From an optimization exercise on the open Yosys and OpenROAD flow, aimed at low power; shortcuts taken in it are not production practice.
Only simulation tests tie the RTL to the original design; equivalence was not proved.
No driver is modelled on the clock port, so clock power and skew are understated where the tree is cut down; a real chip needs a root buffer or a tree.
Power and IR drop assume default switching activity.

Design spi_ram_controller, start of the top module:
module spi_ram_controller #(parameter DATA_WIDTH_BYTES=4, parameter ADDR_BITS=16) (
    input clk,
    input rstn,
    input  spi_miso,
    output spi_select,
    output spi_mosi,
    input [ADDR_BITS-1:0]           addr_in,
    input [DATA_WIDTH_BYTES*8-1:0]  data_in,
    input                           start_read,
    input                           start_write,
    output [DATA_WIDTH_BYTES*8-1:0] data_out,
    output                          busy
);
Size in the first run: ~88 I/O pins, roughly 2800 um^2 of cells after synthesis.
==> flow/config.mk <==
export PLATFORM = sky130hd
export DESIGN_NAME = spi_ram_controller
export DESIGN_NICKNAME = spi_ram_controller
export VERILOG_FILES = /design/flow/design.v
export SDC_FILE = /design/flow/constraint.sdc
export NUM_CORES = 4
export LEC_CHECK = 0
export ABC_AREA = 1
export CAP_MARGIN = 20
export CORE_MARGIN = 2
export CORE_UTILIZATION = 40
export SLEW_MARGIN = 20
==> flow/constraint.sdc <==
create_clock -name core_clock -period 5.0 [get_ports {clk}]
set_input_delay 1.0000 -clock core_clock [delete_from_list [all_inputs] [get_ports {clk}]]
set_output_delay 1.0000 -clock core_clock [all_outputs]
set_load 0.01 [all_outputs]
standard.sh (not shown) runs the stock make flow with config.mk's settings and CLKGATE_MAP_FILE= SYNTH_SCRIPT=/design/flow/synth_recipe.tcl, a recipe that flattens the netlist after the stock synthesis.
==> flow/flow/run.sh <==
#!/bin/bash
# Standard ORFS layout with power-oriented options:
#  - own clock tree: the clock port drives a few buffers, one per cluster of clock sinks
#  - port buffers of the smallest buffer cell
set -euo pipefail
HERE=$(cd "$(dirname "$0")" && pwd)
export PRE_GLOBAL_PLACE_TCL=$HERE/pre_gpl.tcl
export PRE_CTS_TCL=$HERE/pre_cts.tcl
export MY_CLK_CLUSTERS=4
export MY_CLK_SLEW_NS=0.115
export BUFFER_PORTS_ARGS="-buffer_cell sky130_fd_sc_hd__buf_1"
bash standard.sh > standard.log 2>&1
==> flow/flow/clock_tree.tcl <==
# Clock tree for a small design: the clock port drives up to K buffers directly, each buffer
# drives one cluster of clock sinks (k-means on sink positions). Each buffer gets the smallest
# size whose sinks' clock slew stays under a target.
proc my_clock_tree {K} {
  set block [ord::get_db_block]
  set db [ord::get_db]
  set net [$block findNet clk]
  set its {}
  set pts {}
  foreach it [$net getITerms] {
    set b [[$it getInst] getBBox]
    lappend its $it
    lappend pts [list [expr {([$b xMin] + [$b xMax]) / 2.0}] [expr {([$b yMin] + [$b yMax]) / 2.0}]]
  }
  set n [llength $pts]
  set cap [expr {($n + $K - 1) / $K + 1}]
  set order [lsort -real -indices [lmap p $pts {expr {[lindex $p 0] + [lindex $p 1]}}]]
  set cs {}
  for {set k 0} {$k < $K} {incr k} {
    lappend cs [lindex $pts [lindex $order [expr {int(($k + 0.5) * $n / $K)}]]]
  }
  for {set iter 0} {$iter < 30} {incr iter} {
    # balanced assignment: nearest free cluster first, at most cap sinks per cluster
    set trip {}
    set i 0
    foreach p $pts {
      for {set k 0} {$k < $K} {incr k} {
        set c [lindex $cs $k]
        lappend trip [list [expr {abs([lindex $p 0] - [lindex $c 0]) + abs([lindex $p 1] - [lindex $c 1])}] $i $k]
      }
      incr i
    }
    set asg [lrepeat $n -1]
    set fill [lrepeat $K 0]
    foreach t [lsort -real -index 0 $trip] {
      lassign $t d i k
      if {[lindex $asg $i] >= 0 || [lindex $fill $k] >= $cap} continue
      lset asg $i $k
      lset fill $k [expr {[lindex $fill $k] + 1}]
    }
    set ncs {}
    for {set k 0} {$k < $K} {incr k} {
      set xs {}; set ys {}
      foreach p $pts a $asg { if {$a == $k} { lappend xs [lindex $p 0]; lappend ys [lindex $p 1] } }
      if {[llength $xs] == 0} { lappend ncs [lindex $cs $k]; continue }
      set xs [lsort -real $xs]; set ys [lsort -real $ys]
      set m [expr {[llength $xs] / 2}]
      lappend ncs [list [lindex $xs $m] [lindex $ys $m]]
    }
    if {$ncs eq $cs} break
    set cs $ncs
  }
  set sizes {sky130_fd_sc_hd__clkbuf_2 sky130_fd_sc_hd__clkbuf_4 sky130_fd_sc_hd__clkbuf_8 sky130_fd_sc_hd__clkbuf_16}
  set bufs {}
  for {set k 0} {$k < $K} {incr k} {
    set inst [odb::dbInst_create $block [$db findMaster [lindex $sizes 2]] clkbuf_my_$k]
    set newnet [odb::dbNet_create $block clknet_my_$k]
    $newnet setSigType CLOCK
    foreach it $its a $asg { if {$a == $k} { $it disconnect; $it connect $newnet } }
    [$inst findITerm A] connect $net
    [$inst findITerm X] connect $newnet
    set c [lindex $cs $k]
    $inst setLocation [expr {int([lindex $c 0])}] [expr {int([lindex $c 1])}]
    $inst setPlacementStatus PLACED
    lappend bufs $inst
  }
  return $bufs
}

# Give each clock buffer the smallest size whose sinks' clock slew stays under target_ns.
proc my_clock_tree_size {bufs target_ns} {
  set db [ord::get_db]
  set sizes {sky130_fd_sc_hd__clkbuf_2 sky130_fd_sc_hd__clkbuf_4 sky130_fd_sc_hd__clkbuf_8 sky130_fd_sc_hd__clkbuf_16}
  foreach inst $bufs { $inst swapMaster [$db findMaster [lindex $sizes 0]] }
  set_propagated_clock [all_clocks]
  for {set round 0} {$round < 4} {incr round} {
    estimate_parasitics -placement
    set changed 0
    foreach inst $bufs {
      set worst 0
      foreach it [[[$inst findITerm X] getNet] getITerms] {
        if {[$it isOutputSignal]} continue
        set pin [get_pins [[$it getInst] getName]/[[$it getMTerm] getName]]
        foreach e {rise fall} { foreach a {min max} {
          set s [get_property $pin slew_${a}_$e]
          if {$s > $worst} { set worst $s }
        } }
      }
      set cur [[$inst getMaster] getName]
      set i [lsearch $sizes $cur]
      if {$worst > $target_ns && $i < [llength $sizes] - 1} {
        $inst swapMaster [$db findMaster [lindex $sizes [expr {$i + 1}]]]
        set changed 1
      }
      puts "my_clock_tree: round $round [$inst getName] $cur worst slew $worst"
    }
    if {!$changed} break
  }
}
==> flow/flow/pre_cts.tcl <==
# Runs inside ORFS's cts.tcl before clock_tree_synthesis: sizes the clock buffers that
# pre_gpl.tcl made and turns the clock_tree_synthesis call that follows into a no-op.
source [file join [file dirname [info script]] clock_tree.tcl]
set block [ord::get_db_block]
set bufs {}
for {set k 0} {$k < $::env(MY_CLK_CLUSTERS)} {incr k} { lappend bufs [$block findInst clkbuf_my_$k] }
my_clock_tree_size $bufs $::env(MY_CLK_SLEW_NS)
rename clock_tree_synthesis orfs_clock_tree_synthesis
proc clock_tree_synthesis {args} {
  puts "clock_tree_synthesis skipped: the clock tree was built by pre_gpl.tcl and pre_cts.tcl"
  set_propagated_clock [all_clocks]
}
==> flow/flow/pre_gpl.tcl <==
# Runs inside ORFS's global_place.tcl before global placement: splits the clock into
# clusters, each behind one buffer, using the positions of the placement without I/Os, so
# that global placement then keeps each cluster's registers close to its buffer.
source [file join [file dirname [info script]] clock_tree.tcl]
my_clock_tree $::env(MY_CLK_CLUSTERS)
The starting point died in 4_1_cts.
Change:
--- a/flow/flow/run.sh
+++ b/flow/flow/run.sh
@@ -6,3 +6,2 @@
 HERE=$(cd "$(dirname "$0")" && pwd)
-export PRE_GLOBAL_PLACE_TCL=$HERE/pre_gpl.tcl
 export PRE_CTS_TCL=$HERE/pre_cts.tcl
--- a/flow/flow/clock_tree.tcl
+++ b/flow/flow/clock_tree.tcl
@@ -3,3 +3,3 @@
 # size whose sinks' clock slew stays under a target.
-proc my_clock_tree {K} {
+proc my_clock_tree {K target_ns} {
   set block [ord::get_db_block]
@@ -55,3 +55,3 @@
   for {set k 0} {$k < $K} {incr k} {
-    set inst [odb::dbInst_create $block [$db findMaster [lindex $sizes 2]] clkbuf_my_$k]
+    set inst [odb::dbInst_create $block [$db findMaster [lindex $sizes 0]] clkbuf_my_$k]
     set newnet [odb::dbNet_create $block clknet_my_$k]
@@ -66,10 +66,2 @@
   }
-  return $bufs
-}
-
-# Give each clock buffer the smallest size whose sinks' clock slew stays under target_ns.
-proc my_clock_tree_size {bufs target_ns} {
-  set db [ord::get_db]
-  set sizes {sky130_fd_sc_hd__clkbuf_2 sky130_fd_sc_hd__clkbuf_4 sky130_fd_sc_hd__clkbuf_8 sky130_fd_sc_hd__clkbuf_16}
-  foreach inst $bufs { $inst swapMaster [$db findMaster [lindex $sizes 0]] }
   set_propagated_clock [all_clocks]
==> flow/flow/pre_cts.tcl (replaced) <==
# Runs inside ORFS's cts.tcl before clock_tree_synthesis: builds the clock tree here and
# turns the clock_tree_synthesis call that follows into a no-op.
source [file join [file dirname [info script]] clock_tree.tcl]
my_clock_tree $::env(MY_CLK_CLUSTERS) $::env(MY_CLK_SLEW_NS)
rename clock_tree_synthesis orfs_clock_tree_synthesis
proc clock_tree_synthesis {args} {
  puts "clock_tree_synthesis skipped: the clock tree was built by pre_cts.tcl"
  set_propagated_clock [all_clocks]
}
removed: flow/flow/pre_gpl.tcl
Now the flow completed with no timing, DRC or antenna violations.
Area after synthesis stays the same.
Synthesized cell count is unchanged.
Change:
--- a/flow/flow/run.sh
+++ b/flow/flow/run.sh
@@ -6,2 +6,3 @@
 HERE=$(cd "$(dirname "$0")" && pwd)
+export PRE_GLOBAL_PLACE_TCL=$HERE/pre_gpl.tcl
 export PRE_CTS_TCL=$HERE/pre_cts.tcl
--- a/flow/flow/clock_tree.tcl
+++ b/flow/flow/clock_tree.tcl
@@ -3,3 +3,3 @@
 # size whose sinks' clock slew stays under a target.
-proc my_clock_tree {K target_ns} {
+proc my_clock_tree {K} {
   set block [ord::get_db_block]
@@ -55,3 +55,3 @@
   for {set k 0} {$k < $K} {incr k} {
-    set inst [odb::dbInst_create $block [$db findMaster [lindex $sizes 0]] clkbuf_my_$k]
+    set inst [odb::dbInst_create $block [$db findMaster [lindex $sizes 2]] clkbuf_my_$k]
     set newnet [odb::dbNet_create $block clknet_my_$k]
@@ -66,2 +66,10 @@
   }
+  return $bufs
+}
+
+# Give each clock buffer the smallest size whose sinks' clock slew stays under target_ns.
+proc my_clock_tree_size {bufs target_ns} {
+  set db [ord::get_db]
+  set sizes {sky130_fd_sc_hd__clkbuf_2 sky130_fd_sc_hd__clkbuf_4 sky130_fd_sc_hd__clkbuf_8 sky130_fd_sc_hd__clkbuf_16}
+  foreach inst $bufs { $inst swapMaster [$db findMaster [lindex $sizes 0]] }
   set_propagated_clock [all_clocks]
==> flow/flow/pre_cts.tcl (replaced) <==
# Runs inside ORFS's cts.tcl before clock_tree_synthesis: sizes the clock buffers that
# pre_gpl.tcl made and turns the clock_tree_synthesis call that follows into a no-op.
source [file join [file dirname [info script]] clock_tree.tcl]
set block [ord::get_db_block]
set bufs {}
for {set k 0} {$k < $::env(MY_CLK_CLUSTERS)} {incr k} { lappend bufs [$block findInst clkbuf_my_$k] }
unset_dont_touch [get_cells clkbuf_my_*]
for {set k 0} {$k < $::env(MY_CLK_CLUSTERS)} {incr k} { [$block findNet clknet_my_$k] setSigType CLOCK }
my_clock_tree_size $bufs $::env(MY_CLK_SLEW_NS)
rename clock_tree_synthesis orfs_clock_tree_synthesis
proc clock_tree_synthesis {args} {
  puts "clock_tree_synthesis skipped: the clock tree was built by pre_gpl.tcl and pre_cts.tcl"
  set_propagated_clock [all_clocks]
}
==> flow/flow/pre_gpl.tcl (new file) <==
# Runs inside ORFS's global_place.tcl before global placement: splits the clock into
# clusters, each behind one buffer, using the positions of the placement without I/Os, so
# that global placement then keeps each cluster's registers close to its buffer.
source [file join [file dirname [info script]] clock_tree.tcl]
my_clock_tree $::env(MY_CLK_CLUSTERS)
# keep global_place.tcl's remove_buffers and the repairs before CTS off these buffers
set_dont_touch [get_cells clkbuf_my_*]
# let global placement weigh the cluster nets like any other net
for {set k 0} {$k < $::env(MY_CLK_CLUSTERS)} {incr k} { [[ord::get_db_block] findNet clknet_my_$k] setSigType SIGNAL }
Result:
- sequential power is about the same
- cell area stays the same
- die area is unchanged
- critical path depth is unchanged
- setup slack is about the same
- via count shrinks slightly
- clock power barely changes
The clock cells of the second and third runs of this note come from the design's own scripts or RTL, not from TritonCTS.
